Source: an optimization exercise on an open RTL-to-GDS flow (aim: small area, a short achievable clock period and few clock cycles per item). Production flows keep margins and buffers that such runs may drop. Only simulation tests tie the RTL to the original design; equivalence was not proved.

`config.mk`:
```
export PLATFORM = sky130hd
export DESIGN_NAME = dot_product_sequential
export DESIGN_NICKNAME = dot_product_sequential
export VERILOG_FILES = /design/flow/design.v
export SDC_FILE = /design/flow/constraint.sdc
export NUM_CORES = 4
export LEC_CHECK = 0
export CAP_MARGIN = 20
export CORE_MARGIN = 2
export CORE_UTILIZATION = 40
export SLEW_MARGIN = 20
```
`constraint.sdc`:
```
create_clock -name core_clock -period 15.0 [get_ports {clk}]
set_input_delay 3.0000 -clock core_clock [delete_from_list [all_inputs] [get_ports {clk}]]
set_output_delay 3.0000 -clock core_clock [all_outputs]
set_load 0.01 [all_outputs]
```
`design.v`:
```
module dot_product_sequential #(
    parameter WIDTH  = 16,  
    parameter N = 8    
)(
    input  wire clk,
    input  wire rst_n,
    input  wire input_valid,
    output reg  input_ready,
    input  wire [(WIDTH*N)-1:0] A_vec,
    input  wire [(WIDTH*N)-1:0] B_vec,
    output reg  [(2*WIDTH + $clog2(N)) - 1 : 0] result,
    output reg  output_valid
);
    reg [(WIDTH*N)-1:0] A_reg;
    reg [(WIDTH*N)-1:0] B_reg;
    reg [$clog2(N)-1:0] counter;
    reg [1:0] state;
    localparam STATE_IDLE    = 2'b00;
    localparam STATE_COMPUTE = 2'b01;
    localparam STATE_DONE    = 2'b10;
    wire signed [WIDTH-1:0] a_element;
    wire signed [WIDTH-1:0] b_element;
    assign a_element = A_reg[counter * WIDTH +: WIDTH];
    assign b_element = B_reg[counter * WIDTH +: WIDTH];
    always @(posedge clk or negedge rst_n) begin
        if (!rst_n) begin
            state        <= STATE_IDLE;
            input_ready  <= 1'b0;
            output_valid <= 1'b0;
            result  <= 0;
            counter      <= 0;
            A_reg <= 0; B_reg <= 0;
        end else begin
            case (state)
                STATE_IDLE: begin
                    output_valid <= 1'b0;
                    input_ready  <= 1'b1;
                    if (input_valid && input_ready) begin
                        A_reg       <= A_vec;
                        B_reg       <= B_vec;
                        input_ready <= 1'b0;  
                        result <= 0;     
                        counter     <= 0;
                        state       <= STATE_COMPUTE;
                    end
                end
                STATE_COMPUTE: begin
                    result <= result + (a_element * b_element);
                    if (counter == $clog2(N)'(N - 1)) begin 
                        state <= STATE_DONE;
                    end else begin
                        counter <= counter + 1;
                    end
                end
                STATE_DONE: begin
                    output_valid <= 1'b1;
                    state <= STATE_IDLE;
                end
                default: begin
                    state        <= STATE_IDLE;
                    output_valid <= 1'b0;
                    input_ready  <= 1'b0;  
                end
            endcase
        end
    end
endmodule
```
`run.sh`:
```
#!/bin/bash
# synth_recipe.tcl (not shown) runs the flow's synth.tcl, then flattens the netlist and writes it again
# the make line also repeats each setting of config.mk as NAME=value (left out here)
make -C /OpenROAD-flow-scripts/flow DESIGN_CONFIG=/design/flow/config.mk WORK_HOME=/design/flow/orfs CLKGATE_MAP_FILE= SYNTH_SCRIPT=/design/flow/synth_recipe.tcl finish
```
==> results.json <==
{
  "status": "finished clean",
  "synthSimpleGateAreaFrac": 0.0694,
  "grt_pass1_wl_um": 97800,
  "synth_adder_area_share": 0.263,
  "synth_cell_types": 65,
  "place_ws_ns": 6.39,
  "skew_ns": 0.0158,
  "holdPathEnd": "A_reg[98]$_DFFE_PN0P_",
  "relSlewSlack": 0.236,
  "worst_pin_slew_ns": 1.15,
  "viasPerCell": 5.06,
  "seqCellArea_um2": 7460,
  "grt_max_degree": 189,
  "synth_edf_count": 0,
  "grt_pass1_vias": 16712,
  "fin_cells": 3016,
  "worstHoldPathType": "register to register",
  "worstSkewPairLatency_ns": 0.56,
  "worstReg2RegStart": "counter[0]$_DFFE_PN0P_",
  "synth_top_family_by_area": "adder cells",
  "die_y_um": 242,
  "slew_violations": 0,
  "finalHoldViolations": 0,
  "dp_hpwl_um": 47300,
  "track_usage": 0.214,
  "critPathMaxFanout": 35,
  "finalCritPeriodShare": 0.576,
  "h-tree-depth": 2,
  "row_count": 87,
  "holdWs_ns": 0.501,
  "multi_input_area_um2": 13600,
  "die-area_um2": 58500,
  "io_pins": 296,
  "layout_commonest_cell": "inv_1",
  "whs_path_depth": 1,
  "post-route-util": 0.492,
  "wire_per_inst_um": 20.2,
  "r2r_cells": 23,
  "fin_tns_setup_ns": 0,
  "synth_compound_area_frac": 0.0409,
  "final_net_count": 2833,
  "antenna_found_initial": 11,
  "clkTransAtPathRegs_ns": 0.06,
  "synth_area_leader_cell": "dfrtp_1",
  "rsz0062_at_grt": "no",
  "end_kind": "register",
  "synthesis.area_um2": 22600,
  "design_area_um2": 27600,
  "synth_top_area_share": 0.329,
  "syn_inst": 1964,
  "synth_seq_cells": 298,
  "fp.dieW_um": 242,
  "synthArstFlopShare": 1.00,
  "post-cts-setup-buffers": 0,
  "remaining_drc_errors": 0,
  "setup-violations-final": 0,
  "ctsResizeCount": 0,
  "clkSinkCount": 298,
  "layout_common_cells": "inv_1, dfrtp_1, clkdlybuf4s50_1",
  "grt-ovfl-total": 0,
  "yosys_warnings": 1,
  "gp_congestion": 0.926,
  "area_delta_synth_final_pct": 22.0,
  "firstDrtPassIters": 9,
  "vias": 15274,
  "hold_path_startpoint": "A_reg[98]$_DFFE_PN0P_",
  "cts_tree": "built",
  "setup_ws_ns": 6.36,
  "dpl_cell_area_um2": 26400,
  "coreArea_um2": 56200,
  "crit_required_ns": 15.43,
  "synthXorXnorAreaFrac": 0.00928,
  "drv_cap": 0,
  "clock.fmax_mhz": 116,
  "tritoncts.num_buffers": 35,
  "ant_nets": 0,
  "reg2reg_slack_ns": 6.36,
  "cp-start-kind": "register",
  "cts_buffer_depth": 3,
  "post-route-min-period_ns": 8.64,
  "fillers": 5183,
  "rr_endpoint": "result[32]$_DFFE_PN0P_",
  "syn_nets": 2564,
  "arrival_ns": 9.07,
  "start_util": 0.403,
  "yosys_most_used_dff": "dfrtp_1",
  "hold_buffers": 0,
  "synth_mux_area_frac": 0.214,
  "drt_iter0_drc": 942,
  "placed_cells": 2952,
  "yosys-top-cells-area": "dfrtp_1, fa_1, mux2_2, mux4_2, ha_1",
  "drive_gt1_frac": 0.199,
  "worstSetupPathType": "register to register",
  "cts-root-buf": "clkbuf_16",
  "io_buffers": 295,
  "ys_seq_area_frac": 0.329,
  "finalWirelength_um": 60900,
  "avgSynthCellArea_um2": 11.5
}
-- synth_stat cells (all sizes together) (2+ instances only) --
cell and count:
xnor2 13, mux2i 22, nand3 7, o21bai 3, mux2 283, buf 22, nand2 178, a221o 2
or3 3, and3 8, and2 21, a21boi 3, fa 226, o31ai 3, inv 356, clkbuf 58
a2111oi 3, mux4 64, nor3b 3, o21a 2, nand2b 13, nand4 2, dfrtp 298, xor2 11
nor3 2, nor2b 5, o211ai 5, a21o 12, ha 115, a31oi 3, a211oi 4, or2 3
nor4 3, a22o 7, o31a 3, o21ai 39, nor2 115, o221ai 2, a21oi 28
-- cell families after synthesis --
group           after synthesis
xor+xnor                     24
flops                       298
buf+inv                     436
mux                         369
simple gates                367
compound gates              129
fa+ha+maj                   341
-- metal layers --
metal	global-route usage	part of all wire	wire length, um	vias up
met5	0	0.0022	131	-
met4	0.0505	0.023	1380	18
met3	0.0542	0.068	4110	107
met2	0.350	0.47	28600	421
met1	0.286	0.44	26600	7799
li1	-	-	-	6929
-- how the worst max path moves through the flow --
stage,from,endpoint,slack [ns],cells after the start
floorplan,counter[0]$_DFFE_PN0P_,result[32]$_DFFE_PN0P_,7.98,25
global placement,counter[1]$_DFFE_PN0P_,result[32]$_DFFE_PN0P_,6.52,23
detailed placement,counter[0]$_DFFE_PN0P_,result[32]$_DFFE_PN0P_,6.39,23
CTS,counter[0]$_DFFE_PN0P_,result[32]$_DFFE_PN0P_,6.35,23
global route,counter[0]$_DFFE_PN0P_,result[30]$_DFFE_PN0P_,5.93,23
finish,counter[0]$_DFFE_PN0P_,result[32]$_DFFE_PN0P_,6.36,23
-- worst max-delay path, stage by stage, from the launching register on --
cell and delay [ns]:
dfrtp_4 0.87, buf_4 0.72, mux4_2 0.67, mux2i_1 0.73, nor2_1 0.17, fa_1 0.52
inv_1 0.05, fa_1 0.40, fa_1 0.55, inv_1 0.06, fa_1 0.52, fa_1 0.49
inv_1 0.05, fa_1 0.47, inv_1 0.04, ha_1 0.35, a21oi_1 0.24, a21boi_0 0.15
o21ai_1 0.22, a31oi_4 0.17, a21oi_2 0.33, a2111oi_4 0.13, nor4_1 0.42, o31ai_2 0.11
-- final cells by class --
class,count,area share
clock buffers,45,0.0349
repair buffers,312,0.112
well taps,756,0.0343
inverters,356,0.0484
clock inverters,16,0.00865
flip-flops and latches,298,0.270
multi-input cells,1230,0.491
diodes,3,0.000272
Testbench counts, summed over its fixed seeds: cycles 17,592, items 1,600.

port drivers added, routing unchanged:
The results above use ideal ports. As a check the final layout listed here was re-extracted and re-timed, cells and wires unchanged.
Step 1 (the two cells are an assumption about what drives the block):
set clk [get_ports {clk}]
set_driving_cell -lib_cell sky130_fd_sc_hd__clkbuf_16 $clk
set_driving_cell -lib_cell sky130_fd_sc_hd__buf_2 [delete_from_list [all_inputs] $clk]
Step 2 adds t to the input delays and takes it off the output delays; t is the mean of the earliest and latest rising clock arrival at the registers after step 1. Input paths then give back, and output paths get back, about the clock's delay inside the block.
Slacks: ideal / step 1 / step 2; pairs: ideal / step 1.
t, ns: 0.606
setup slack, ns: 6.359 / 6.359 / 6.359
worst setup path at the end: register to register
worst data-port slew with drivers (ns): 0.09
pins driven straight from the clock port: 1
After both steps setup and hold are still met in this run. The setup slack of this run moves by 0.000 ns with the drivers and by 0.000 ns with both steps.
